Background: an optimization exercise with open tools, aiming at small area. Do not read the settings as production practice.
In this exercise RTL edits were held to simulation tests only and were not proved equivalent to the original.
Power is estimated from default activity; no workload was simulated.

==> inputs of raven <==
==> flow/design.v <==
module pc_next(
    input  wire [29:0] pc,
    input  wire [15:0] imm,
    input  wire        br,
    input  wire        j,
    input  wire [25:0] tgt,
    output wire [29:0] nx
    );
    wire [16:0] tc;
    wire [15:0] t;
    assign t[0]  = ~(pc[0] ^ imm[0]);
    assign tc[1] = pc[0] | imm[0];
    genvar i;
    generate
        for (i = 1; i < 16; i = i + 1) begin : f
            add_fa u(.a(pc[i]), .b(imm[i]), .c(tc[i]), .s(t[i]), .co(tc[i+1]));
        end
    endgenerate
    wire [29:0] p;
    assign p[0] = 1'b1;
    generate
        for (i = 1; i < 30; i = i + 1) begin : a
            if (i == 16) begin : z
                assign p[i] = 1'b1;
            end else begin : n
                add_and2 u(.a(p[i-1]), .b(pc[i-1]), .y(p[i]));
            end
        end
    endgenerate
    wire ci = p[15] & pc[15];           
    wire c  = br ? tc[16] : ci;
    wire [15:0] lo = br ? t : (pc[15:0] ^ p[15:0]);
    wire [13:0] hi = pc[29:16] ^ ({14{c}} & p[29:16]);
    assign nx = {hi[13:10], j ? tgt : {hi[9:0], lo}};
endmodule
module rf_o22i(input wire a1, input wire a2, input wire b1, input wire b2, output wire y);
    assign y = ~((a1 | a2) & (b1 | b2));
endmodule
module rf_a222i(input wire a1, input wire a2, input wire b1, input wire b2,
                input wire c1, input wire c2, output wire y);
    assign y = ~((a1 & a2) | (b1 & b2) | (c1 & c2));
endmodule
module rf_nand4(input wire a, input wire b, input wire c, input wire d, output wire y);
    assign y = ~(a & b & c & d);
endmodule
module rf_nand3(input wire a, input wire b, input wire c, output wire y);
    assign y = ~(a & b & c);
endmodule
module rf_or3(input wire a, input wire b, input wire c, output wire y);
    assign y = a | b | c;
endmodule
module rf_xor2(input wire a, input wire b, output wire y);
    assign y = a ^ b;
endmodule
module rf_word(
    input  wire        clk,
    input  wire        we,
    input  wire        wen,
    input  wire [31:0] x,
    output reg  [31:0] s
    );
    wire [31:0] d;
    genvar k;
    generate
        for (k = 0; k < 32; k = k + 1) begin : b
            rf_o22i u(.a1(we), .a2(s[k]), .b1(wen), .b2(x[k]), .y(d[k]));
        end
    endgenerate
    always @(posedge clk)
        s <= d;
endmodule
module rf_rbit(
    input  wire [31:0] sel,
    input  wire [31:0] d,
    input  wire        inv,
    input  wire        phase,
    output wire        y
    );
    wire [10:0] u;
    wire [2:0]  p;
    wire        v;
    genvar k;
    generate
        for (k = 0; k < 10; k = k + 1) begin : a
            rf_a222i ua(.a1(sel[3*k]), .a2(d[3*k]), .b1(sel[3*k+1]), .b2(d[3*k+1]),
                        .c1(sel[3*k+2]), .c2(d[3*k+2]), .y(u[k]));
        end
    endgenerate
    rf_a222i ul(.a1(sel[30]), .a2(d[30]), .b1(sel[31]), .b2(d[31]), .c1(inv), .c2(phase), .y(u[10]));
    rf_nand4 n0(.a(u[0]), .b(u[1]), .c(u[2]), .d(u[3]), .y(p[0]));
    rf_nand4 n1(.a(u[4]), .b(u[5]), .c(u[6]), .d(u[7]), .y(p[1]));
    rf_nand3 n2(.a(u[8]), .b(u[9]), .c(u[10]), .y(p[2]));
    rf_or3   o (.a(p[0]), .b(p[1]), .c(p[2]), .y(v));
    rf_xor2  x (.a(v), .b(phase), .y(y));
endmodule
module regfile(
    input  wire        clk,
    input  wire        rstn,
    input  wire        we,
    input  wire [4:0]  wa,
    input  wire [31:0] wd,
    input  wire [4:0]  ra1,
    input  wire [4:0]  ra2,
    output wire [31:0] rd1,
    output wire [31:0] rd2
    );
    reg         phase;
    reg [31:0]  valid;
    wire [31:0] s [0:31];
    wire [31:0] wsel = we ? (32'b1 << wa) : 32'b0;
    wire [31:0] x    = wd ^ {32{phase}};
    always @(posedge clk or negedge rstn) begin
        if (!rstn) begin
            phase <= 1'b0;
            valid <= 32'b0;
        end else begin
            phase <= ~phase;
            valid <= valid | wsel;
        end
    end
    genvar g, k;
    generate
        for (g = 0; g < 32; g = g + 1) begin : w
            rf_word u(.clk(clk), .we(wsel[g]), .wen(~wsel[g]), .x(x), .s(s[g]));
        end
    endgenerate
    wire [31:0] sel1 = (32'b1 << ra1) & valid;
    wire [31:0] sel2 = (32'b1 << ra2) & valid;
    wire        inv1 = ~valid[ra1];
    wire        inv2 = ~valid[ra2];
    generate
        for (k = 0; k < 32; k = k + 1) begin : r
            wire [31:0] col;
            for (g = 0; g < 32; g = g + 1) begin : c
                assign col[g] = s[g][k];
            end
            rf_rbit u1(.sel(sel1), .d(col), .inv(inv1), .phase(phase), .y(rd1[k]));
            rf_rbit u2(.sel(sel2), .d(col), .inv(inv2), .phase(phase), .y(rd2[k]));
        end
    endgenerate
endmodule
module add_fa(input wire a, input wire b, input wire c, output wire s, output wire co);
    assign {co, s} = a + b + c;
endmodule
module add_ha(input wire a, input wire b, output wire s, output wire co);
    assign {co, s} = a + b;
endmodule
module add_and2(input wire a, input wire b, output wire y);
    assign y = a & b;
endmodule
module add_a21o(input wire a1, input wire a2, input wire b, output wire y);
    assign y = (a1 & a2) | b;
endmodule
module add_inc(input wire s, input wire c, input wire p, output wire y);
    assign y = s ^ (c & p);
endmodule
module add_blk #(parameter N = 4) (
    input  wire [N-1:0] a,
    input  wire [N-1:0] b,
    input  wire         cin,
    output wire [N-1:0] y,
    output wire         cout
    );
    wire [N:0]   c;
    wire [N-1:0] s;
    wire [N:0]   pre;
    add_ha h0(.a(a[0]), .b(b[0]), .s(s[0]), .co(c[1]));
    genvar i;
    generate
        for (i = 1; i < N; i = i + 1) begin : f
            add_fa u(.a(a[i]), .b(b[i]), .c(c[i]), .s(s[i]), .co(c[i+1]));
        end
    endgenerate
    assign pre[1] = s[0];
    generate
        for (i = 1; i < N; i = i + 1) begin : p
            add_and2 u(.a(pre[i]), .b(s[i]), .y(pre[i+1]));
        end
    endgenerate
    assign y[0] = s[0] ^ cin;
    generate
        for (i = 1; i < N; i = i + 1) begin : q
            add_inc u(.s(s[i]), .c(cin), .p(pre[i]), .y(y[i]));
        end
    endgenerate
    add_a21o uc(.a1(cin), .a2(pre[N]), .b(c[N]), .y(cout));
endmodule
module add32(
    input  wire [31:0] a,
    input  wire [31:0] b,
    output wire [31:0] y
    );
    wire [4:0] rc;
    wire [4:1] c;
    add_ha h0(.a(a[0]), .b(b[0]), .s(y[0]), .co(rc[1]));
    genvar i;
    generate
        for (i = 1; i < 4; i = i + 1) begin : r
            add_fa u(.a(a[i]), .b(b[i]), .c(rc[i]), .s(y[i]), .co(rc[i+1]));
        end
    endgenerate
    add_blk #(4) b1(.a(a[7:4]),   .b(b[7:4]),   .cin(rc[4]), .y(y[7:4]),   .cout(c[1]));
    add_blk #(5) b2(.a(a[12:8]),  .b(b[12:8]),  .cin(c[1]),  .y(y[12:8]),  .cout(c[2]));
    add_blk #(6) b3(.a(a[18:13]), .b(b[18:13]), .cin(c[2]),  .y(y[18:13]), .cout(c[3]));
    add_blk #(6) b4(.a(a[24:19]), .b(b[24:19]), .cin(c[3]),  .y(y[24:19]), .cout(c[4]));
    wire unused;
    add_blk #(7) b5(.a(a[31:25]), .b(b[31:25]), .cin(c[4]),  .y(y[31:25]), .cout(unused));
endmodule
module mycpu (
    input         rstn,
    input         clk,
    output [31:0] inst_rom_addr,
    input  [31:0] inst_rom_rdata,
    output [31:0] data_ram_addr,
    output [31:0] data_ram_wdata,
    output        data_ram_wen,
    input  [31:0] data_ram_rdata
    );
    wire [31:0] instr = inst_rom_rdata;
    wire [5:0]  op    = instr[31:26];
    wire [5:0]  func  = instr[5:0];
    wire [4:0]  rs    = instr[25:21];
    wire [4:0]  rt    = instr[20:16];
    wire [4:0]  rd    = instr[15:11];
    wire [15:0] imm   = instr[15:0];
    wire is_add = (op == 6'b000000) && (func == 6'b100000);
    wire is_lui = (op == 6'b001111);
    wire is_ori = (op == 6'b001101);
    wire is_nor = (op == 6'b000101);
    wire is_lw  = (op == 6'b100011);
    wire is_sw  = (op == 6'b101011);
    wire is_beq = (op == 6'b000100);
    wire is_j   = (op == 6'b000010);
    reg  [29:0] pc;
    assign inst_rom_addr = {pc, 2'b00};
    wire [31:0] a, b;
    wire [31:0] wd;
    regfile _regfile(
        .clk(clk), .rstn(rstn),
        .we(is_add | is_lui | is_ori | is_nor | is_lw),
        .wa(is_add ? rd : rt),
        .wd(wd),
        .ra1(rs), .ra2(rt),
        .rd1(a), .rd2(b)
    );
    wire [31:0] sum;
    add32 _add(.a(a), .b((is_lw | is_sw) ? {{16{imm[15]}}, imm} : b), .y(sum));
    wire [31:0] orv = a | {16'b0, imm};
    assign wd = is_lw  ? data_ram_rdata :
                is_add ? sum :
                is_lui ? {imm, 16'b0} :
                         (orv ^ {32{is_nor}});
    assign data_ram_addr  = sum;
    assign data_ram_wdata = b;
    assign data_ram_wen   = is_sw;
    wire [29:0] pc_nx;
    pc_next _pcn(.pc(pc), .imm(imm), .br(is_beq && (a == b)), .j(is_j),
                 .tgt(instr[25:0]), .nx(pc_nx));
    always @(posedge clk or negedge rstn) begin
        if (!rstn) pc <= 30'h2FF00000;
        else       pc <= pc_nx;
    end
endmodule
==> flow/flow/run.sh <==
#!/bin/bash
# Standard ORFS layout (the standard.sh, unchanged synthesis, floorplan,
# power grid and tap cells), with two layout settings changed:
#  - port buffers use sky130_fd_sc_hd__buf_1 instead of the default pick;
#  - clock tree: clkbuf_4 buffers, clusters of at most 8 sinks within 40 um,
#    no dummy loads.
# All tool output goes to standard.log in the work folder (and ORFS's own
# per-step logs under orfs/logs).
set -euo pipefail
cd "$(dirname "$0")/.."
bash standard.sh \
  "BUFFER_PORTS_ARGS=-buffer_cell sky130_fd_sc_hd__buf_1" \
  "CTS_ARGS=-sink_clustering_enable -repair_clock_nets -dont_use_dummy_load -buf_list sky130_fd_sc_hd__clkbuf_4 -sink_clustering_size 8 -sink_clustering_max_diameter 40" \
  finish > standard.log 2>&1
==> flow/standard.sh <==
#!/bin/bash
# synth_recipe.tcl (not shown) runs the flow's synth.tcl, then flattens the netlist and writes it again
# the make line also repeats each setting of config.mk as NAME=value (left out here)
make -C /OpenROAD-flow-scripts/flow DESIGN_CONFIG=/design/flow/config.mk WORK_HOME=/design/flow/orfs CLKGATE_MAP_FILE= SYNTH_SCRIPT=/design/flow/synth_recipe.tcl "${@:-finish}"
==> flow/config.mk <==
export PLATFORM = sky130hd
export DESIGN_NAME = mycpu
export DESIGN_NICKNAME = mycpu
export VERILOG_FILES = /design/flow/design.v
export SDC_FILE = /design/flow/constraint.sdc
export NUM_CORES = 8
export LEC_CHECK = 0
export CAP_MARGIN = 5
export CORE_MARGIN = 2
export CORE_UTILIZATION = 60
export CTS_BUF_LIST = sky130_fd_sc_hd__clkbuf_4
export PLACE_DENSITY = 0.7
export SETUP_SLACK_MARGIN = 0.3
export SLEW_MARGIN = 5
export SYNTH_HIERARCHICAL = 1
==> flow/constraint.sdc <==
create_clock -name core_clock -period 13.0 [get_ports {clk}]
set_input_delay 2.6000 -clock core_clock [delete_from_list [all_inputs] [get_ports {clk}]]
set_output_delay 2.6000 -clock core_clock [all_outputs]
set_load 0.01 [all_outputs]
==> inputs of willow, as changes to raven <==
--- a/flow/design.v
+++ b/flow/design.v
@@ -48,2 +48,11 @@
 endmodule
+module rf_nand2(input wire a, input wire b, output wire y);
+    assign y = ~(a & b);
+endmodule
+module rf_nor2(input wire a, input wire b, output wire y);
+    assign y = ~(a | b);
+endmodule
+module rf_and3(input wire a, input wire b, input wire c, output wire y);
+    assign y = a & b & c;
+endmodule
 module rf_or3(input wire a, input wire b, input wire c, output wire y);
@@ -51,2 +60,5 @@
 endmodule
+module rf_o21a(input wire a, input wire b, input wire c, output wire y);
+    assign y = (a | b) & c;
+endmodule
 module rf_xor2(input wire a, input wire b, output wire y);
@@ -95,2 +107,18 @@
 endmodule
+module rf_rdec(
+    input  wire [4:0]  ra,
+    input  wire [31:0] valid,
+    output wire [31:0] sel,
+    output wire        inv
+    );
+    wire [3:0] lo = 4'b1 << ra[1:0];
+    wire [7:0] hi = 8'b1 << ra[4:2];
+    genvar i;
+    generate
+        for (i = 0; i < 32; i = i + 1) begin : s
+            rf_and3 u(.a(valid[i]), .b(lo[i % 4]), .c(hi[i / 4]), .y(sel[i]));
+        end
+    endgenerate
+    assign inv = ~valid[ra];
+endmodule
 module regfile(
@@ -100,3 +128,3 @@
     input  wire [4:0]  wa,
-    input  wire [31:0] wd,
+    input  wire [31:0] x,        
     input  wire [4:0]  ra1,
@@ -104,18 +132,18 @@
     output wire [31:0] rd1,
-    output wire [31:0] rd2
+    output wire [31:0] rd2,
+    output reg         phase
     );
-    reg         phase;
-    reg [31:0]  valid;
+    reg  [31:0] valid;
     wire [31:0] s [0:31];
-    wire [31:0] wsel = we ? (32'b1 << wa) : 32'b0;
-    wire [31:0] x    = wd ^ {32{phase}};
+    wire [3:0]  wl  = 4'b1 << wa[1:0];
+    wire [7:0]  wh  = we ? (8'b1 << wa[4:2]) : 8'b0;
+    wire [3:0]  wln = ~wl;
+    wire [7:0]  whn = ~wh;
+    wire [31:0] wsel, wseln, vnext;
     always @(posedge clk or negedge rstn) begin
-        if (!rstn) begin
-            phase <= 1'b0;
-            valid <= 32'b0;
-        end else begin
-            phase <= ~phase;
-            valid <= valid | wsel;
-        end
+        if (!rstn) phase <= 1'b0;
+        else       phase <= ~phase;
     end
+    always @(posedge clk)
+        valid <= vnext;              
     genvar g, k;
@@ -123,9 +151,12 @@
         for (g = 0; g < 32; g = g + 1) begin : w
-            rf_word u(.clk(clk), .we(wsel[g]), .wen(~wsel[g]), .x(x), .s(s[g]));
+            rf_nor2  un(.a(whn[g / 4]), .b(wln[g % 4]), .y(wsel[g]));
+            rf_nand2 ua(.a(wh[g / 4]),  .b(wl[g % 4]),  .y(wseln[g]));
+            rf_o21a  uv(.a(valid[g]), .b(wsel[g]), .c(rstn), .y(vnext[g]));
+            rf_word  u(.clk(clk), .we(wsel[g]), .wen(wseln[g]), .x(x), .s(s[g]));
         end
     endgenerate
-    wire [31:0] sel1 = (32'b1 << ra1) & valid;
-    wire [31:0] sel2 = (32'b1 << ra2) & valid;
-    wire        inv1 = ~valid[ra1];
-    wire        inv2 = ~valid[ra2];
+    wire [31:0] sel1, sel2;
+    wire        inv1, inv2;
+    rf_rdec d1(.ra(ra1), .valid(valid), .sel(sel1), .inv(inv1));
+    rf_rdec d2(.ra(ra2), .valid(valid), .sel(sel2), .inv(inv2));
     generate
@@ -233,2 +264,4 @@
     wire is_j   = (op == 6'b000010);
+    wire is_orn = is_ori | is_nor;
+    wire is_mem = is_lw | is_sw;
     reg  [29:0] pc;
@@ -236,18 +269,41 @@
     wire [31:0] a, b;
-    wire [31:0] wd;
+    wire [31:0] x;
+    wire        phase;
     regfile _regfile(
         .clk(clk), .rstn(rstn),
-        .we(is_add | is_lui | is_ori | is_nor | is_lw),
+        .we(is_add | is_lui | is_orn | is_lw),
         .wa(is_add ? rd : rt),
-        .wd(wd),
+        .x(x),
         .ra1(rs), .ra2(rt),
-        .rd1(a), .rd2(b)
+        .rd1(a), .rd2(b),
+        .phase(phase)
     );
     wire [31:0] sum;
-    add32 _add(.a(a), .b((is_lw | is_sw) ? {{16{imm[15]}}, imm} : b), .y(sum));
-    wire [31:0] orv = a | {16'b0, imm};
-    assign wd = is_lw  ? data_ram_rdata :
-                is_add ? sum :
-                is_lui ? {imm, 16'b0} :
-                         (orv ^ {32{is_nor}});
+    wire [31:0] imx = {{16{imm[15]}}, imm};
+    wire [31:0] bsel;
+    genvar i;
+    generate
+        for (i = 0; i < 32; i = i + 1) begin : bm
+            cpu_o22a u(.a1(is_mem), .a2(b[i]), .b1(~is_mem), .b2(imx[i]), .y(bsel[i]));
+        end
+    endgenerate
+    add32 _add(.a(a), .b(bsel), .y(sum));
+    wire q = phase ^ is_nor;
+    generate
+        for (i = 0; i < 16; i = i + 1) begin : wl
+            wire t, pn;
+            cpu_or2   uo(.a(a[i]), .b(imm[i]), .y(t));
+            cpu_a222i ua(.a1(is_lw), .a2(data_ram_rdata[i]), .b1(is_add), .b2(sum[i]),
+                         .c1(is_orn), .c2(t), .y(pn));
+            cpu_xnor2 ux(.a(pn), .b(q), .y(x[i]));
+        end
+        for (i = 16; i < 32; i = i + 1) begin : wh
+            wire u, w, p;
+            cpu_a222i ua(.a1(is_lw), .a2(data_ram_rdata[i]), .b1(is_add), .b2(sum[i]),
+                         .c1(is_lui), .c2(imm[i-16]), .y(u));
+            cpu_nand2 un(.a(is_orn), .b(a[i]), .y(w));
+            cpu_nand2 up(.a(u), .b(w), .y(p));
+            cpu_xor2  ux(.a(p), .b(q), .y(x[i]));
+        end
+    endgenerate
     assign data_ram_addr  = sum;
@@ -263 +319,20 @@
 endmodule
+module cpu_o22a(input wire a1, input wire a2, input wire b1, input wire b2, output wire y);
+    assign y = (a1 | a2) & (b1 | b2);
+endmodule
+module cpu_or2(input wire a, input wire b, output wire y);
+    assign y = a | b;
+endmodule
+module cpu_nand2(input wire a, input wire b, output wire y);
+    assign y = ~(a & b);
+endmodule
+module cpu_xor2(input wire a, input wire b, output wire y);
+    assign y = a ^ b;
+endmodule
+module cpu_a222i(input wire a1, input wire a2, input wire b1, input wire b2,
+                 input wire c1, input wire c2, output wire y);
+    assign y = ~((a1 & a2) | (b1 & b2) | (c1 & c2));
+endmodule
+module cpu_xnor2(input wire a, input wire b, output wire y);
+    assign y = ~(a ^ b);
+endmodule
==> flow/flow/run.sh (replaced) <==
#!/bin/bash
# Standard ORFS layout (the standard.sh: unchanged synthesis, floorplan,
# power grid and tap cells), with these layout settings changed:
#  - port buffers use sky130_fd_sc_hd__buf_1 instead of the default pick;
#  - clock tree: clkbuf_4 buffers, clusters of at most 8 sinks within 40 um,
#    no dummy loads;
#  - RECOVER_POWER=100: after global routing, downsize gates on paths with
#    positive slack.
# All tool output goes to standard.log in the work folder (and ORFS's own
# per-step logs under orfs/logs).
set -euo pipefail
cd "$(dirname "$0")/.."
bash standard.sh \
  "BUFFER_PORTS_ARGS=-buffer_cell sky130_fd_sc_hd__buf_1" \
  "CTS_ARGS=-sink_clustering_enable -repair_clock_nets -dont_use_dummy_load -buf_list sky130_fd_sc_hd__clkbuf_4 -sink_clustering_size 8 -sink_clustering_max_diameter 40" \
  RECOVER_POWER=100 \
  finish > standard.log 2>&1
==> inputs of pepper, as changes to raven <==
--- a/flow/design.v
+++ b/flow/design.v
@@ -48,2 +48,11 @@
 endmodule
+module rf_nand2(input wire a, input wire b, output wire y);
+    assign y = ~(a & b);
+endmodule
+module rf_nor2(input wire a, input wire b, output wire y);
+    assign y = ~(a | b);
+endmodule
+module rf_and3(input wire a, input wire b, input wire c, output wire y);
+    assign y = a & b & c;
+endmodule
 module rf_or3(input wire a, input wire b, input wire c, output wire y);
@@ -51,2 +60,5 @@
 endmodule
+module rf_or2(input wire a, input wire b, output wire y);
+    assign y = a | b;
+endmodule
 module rf_xor2(input wire a, input wire b, output wire y);
@@ -95,2 +107,18 @@
 endmodule
+module rf_rdec(
+    input  wire [4:0]  ra,
+    input  wire [31:0] valid,
+    output wire [31:0] sel,
+    output wire        inv
+    );
+    wire [3:0] lo = 4'b1 << ra[1:0];
+    wire [7:0] hi = 8'b1 << ra[4:2];
+    genvar i;
+    generate
+        for (i = 0; i < 32; i = i + 1) begin : s
+            rf_and3 u(.a(valid[i]), .b(lo[i % 4]), .c(hi[i / 4]), .y(sel[i]));
+        end
+    endgenerate
+    assign inv = ~valid[ra];
+endmodule
 module regfile(
@@ -100,3 +128,3 @@
     input  wire [4:0]  wa,
-    input  wire [31:0] wd,
+    input  wire [31:0] x,        
     input  wire [4:0]  ra1,
@@ -104,9 +132,12 @@
     output wire [31:0] rd1,
-    output wire [31:0] rd2
+    output wire [31:0] rd2,
+    output reg         phase
     );
-    reg         phase;
-    reg [31:0]  valid;
+    reg  [31:0] valid;
     wire [31:0] s [0:31];
-    wire [31:0] wsel = we ? (32'b1 << wa) : 32'b0;
-    wire [31:0] x    = wd ^ {32{phase}};
+    wire [3:0]  wl  = 4'b1 << wa[1:0];
+    wire [7:0]  wh  = we ? (8'b1 << wa[4:2]) : 8'b0;
+    wire [3:0]  wln = ~wl;
+    wire [7:0]  whn = ~wh;
+    wire [31:0] wsel, wseln, vnext;
     always @(posedge clk or negedge rstn) begin
@@ -117,3 +148,3 @@
             phase <= ~phase;
-            valid <= valid | wsel;
+            valid <= vnext;
         end
@@ -123,9 +154,12 @@
         for (g = 0; g < 32; g = g + 1) begin : w
-            rf_word u(.clk(clk), .we(wsel[g]), .wen(~wsel[g]), .x(x), .s(s[g]));
+            rf_nor2  un(.a(whn[g / 4]), .b(wln[g % 4]), .y(wsel[g]));
+            rf_nand2 ua(.a(wh[g / 4]),  .b(wl[g % 4]),  .y(wseln[g]));
+            rf_or2   uv(.a(valid[g]), .b(wsel[g]), .y(vnext[g]));
+            rf_word  u(.clk(clk), .we(wsel[g]), .wen(wseln[g]), .x(x), .s(s[g]));
         end
     endgenerate
-    wire [31:0] sel1 = (32'b1 << ra1) & valid;
-    wire [31:0] sel2 = (32'b1 << ra2) & valid;
-    wire        inv1 = ~valid[ra1];
-    wire        inv2 = ~valid[ra2];
+    wire [31:0] sel1, sel2;
+    wire        inv1, inv2;
+    rf_rdec d1(.ra(ra1), .valid(valid), .sel(sel1), .inv(inv1));
+    rf_rdec d2(.ra(ra2), .valid(valid), .sel(sel2), .inv(inv2));
     generate
@@ -233,2 +267,4 @@
     wire is_j   = (op == 6'b000010);
+    wire is_orn = is_ori | is_nor;
+    wire is_mem = is_lw | is_sw;
     reg  [29:0] pc;
@@ -236,18 +272,41 @@
     wire [31:0] a, b;
-    wire [31:0] wd;
+    wire [31:0] x;
+    wire        phase;
     regfile _regfile(
         .clk(clk), .rstn(rstn),
-        .we(is_add | is_lui | is_ori | is_nor | is_lw),
+        .we(is_add | is_lui | is_orn | is_lw),
         .wa(is_add ? rd : rt),
-        .wd(wd),
+        .x(x),
         .ra1(rs), .ra2(rt),
-        .rd1(a), .rd2(b)
+        .rd1(a), .rd2(b),
+        .phase(phase)
     );
     wire [31:0] sum;
-    add32 _add(.a(a), .b((is_lw | is_sw) ? {{16{imm[15]}}, imm} : b), .y(sum));
-    wire [31:0] orv = a | {16'b0, imm};
-    assign wd = is_lw  ? data_ram_rdata :
-                is_add ? sum :
-                is_lui ? {imm, 16'b0} :
-                         (orv ^ {32{is_nor}});
+    wire [31:0] imx = {{16{imm[15]}}, imm};
+    wire [31:0] bsel;
+    genvar i;
+    generate
+        for (i = 0; i < 32; i = i + 1) begin : bm
+            cpu_o22a u(.a1(is_mem), .a2(b[i]), .b1(~is_mem), .b2(imx[i]), .y(bsel[i]));
+        end
+    endgenerate
+    add32 _add(.a(a), .b(bsel), .y(sum));
+    wire q = phase ^ is_nor;
+    generate
+        for (i = 0; i < 16; i = i + 1) begin : wl
+            wire t, pn;
+            cpu_or2   uo(.a(a[i]), .b(imm[i]), .y(t));
+            cpu_a222i ua(.a1(is_lw), .a2(data_ram_rdata[i]), .b1(is_add), .b2(sum[i]),
+                         .c1(is_orn), .c2(t), .y(pn));
+            cpu_xnor2 ux(.a(pn), .b(q), .y(x[i]));
+        end
+        for (i = 16; i < 32; i = i + 1) begin : wh
+            wire u, w, p;
+            cpu_a222i ua(.a1(is_lw), .a2(data_ram_rdata[i]), .b1(is_add), .b2(sum[i]),
+                         .c1(is_lui), .c2(imm[i-16]), .y(u));
+            cpu_nand2 un(.a(is_orn), .b(a[i]), .y(w));
+            cpu_nand2 up(.a(u), .b(w), .y(p));
+            cpu_xor2  ux(.a(p), .b(q), .y(x[i]));
+        end
+    endgenerate
     assign data_ram_addr  = sum;
@@ -263 +322,20 @@
 endmodule
+module cpu_o22a(input wire a1, input wire a2, input wire b1, input wire b2, output wire y);
+    assign y = (a1 | a2) & (b1 | b2);
+endmodule
+module cpu_or2(input wire a, input wire b, output wire y);
+    assign y = a | b;
+endmodule
+module cpu_nand2(input wire a, input wire b, output wire y);
+    assign y = ~(a & b);
+endmodule
+module cpu_xor2(input wire a, input wire b, output wire y);
+    assign y = a ^ b;
+endmodule
+module cpu_a222i(input wire a1, input wire a2, input wire b1, input wire b2,
+                 input wire c1, input wire c2, output wire y);
+    assign y = ~((a1 & a2) | (b1 & b2) | (c1 & c2));
+endmodule
+module cpu_xnor2(input wire a, input wire b, output wire y);
+    assign y = ~(a ^ b);
+endmodule
==> run summary <==
|  | raven | willow | pepper |
|---|---|---|---|
| Status | timing/DRC/antenna clean | finished with violations | timing/DRC/antenna clean |
| Reasons for failing layout checks | - | capacitance limit, slew limit | - |
| Clk pwr share | 25.6% | 27.0% | 26.7% |
| Net switching power figure | 2.089 mW | 1.843 mW | 1.948 mW |
| Total Nets Final | 4,762 | 4,520 | 4,544 |
| Detailed Place HPWL | 128,200 µm | 130,600 µm | 134,000 µm |
| Leakage power total | 17.85 nW | 16.62 nW | 17.20 nW |
| Total of max-cap violations | 0 | 62 | 0 |
| Cell depth of the worst flop-to-flop path | 27 | 25 | 25 |
| Vias after detailed routing | 48.32k | 48.05k | 48.56k |
| Via-per-instance ratio | 8.610 | 8.905 | 8.973 |
| Multi-input combinational cell count | 2,975 | 2,789 | 2,789 |
| Slew Limit Fails | 0 | 1,993 | 0 |
| Std-Cell Rows | 99 | 98 | 98 |

-- separate check: timing with driven ports --
The results above use ideal ports. As a check the final layouts listed here were re-extracted and re-timed, cells and wires unchanged.
Step 1 assumes that a clkbuf_16 drives the clock port and a buf_2 every other input.
Step 2 times the ports against the registers' clock, not the clock port: input delays grow and output delays shrink by t, the midpoint of the rising clock arrivals with the driver on.
Slacks: ideal ports / drivers / drivers and shift; pairs: ideal ports / drivers.
| run | t (ns) | setup WS [ns] | worst slew at a driven data input, ns |
|---|---|---|---|
| raven | 1.155 | 0.944 / 0.917 / 0.917 | 0.09 |
| willow | 1.148 | 0.623 / 0.590 / 0.247 | 0.04 |
| pepper | 1.132 | 0.737 / 0.713 / 0.713 | 0.04 |
The setup slack of willow, which loses most, moves by -0.033 ns with the drivers and by -0.376 ns with both steps.
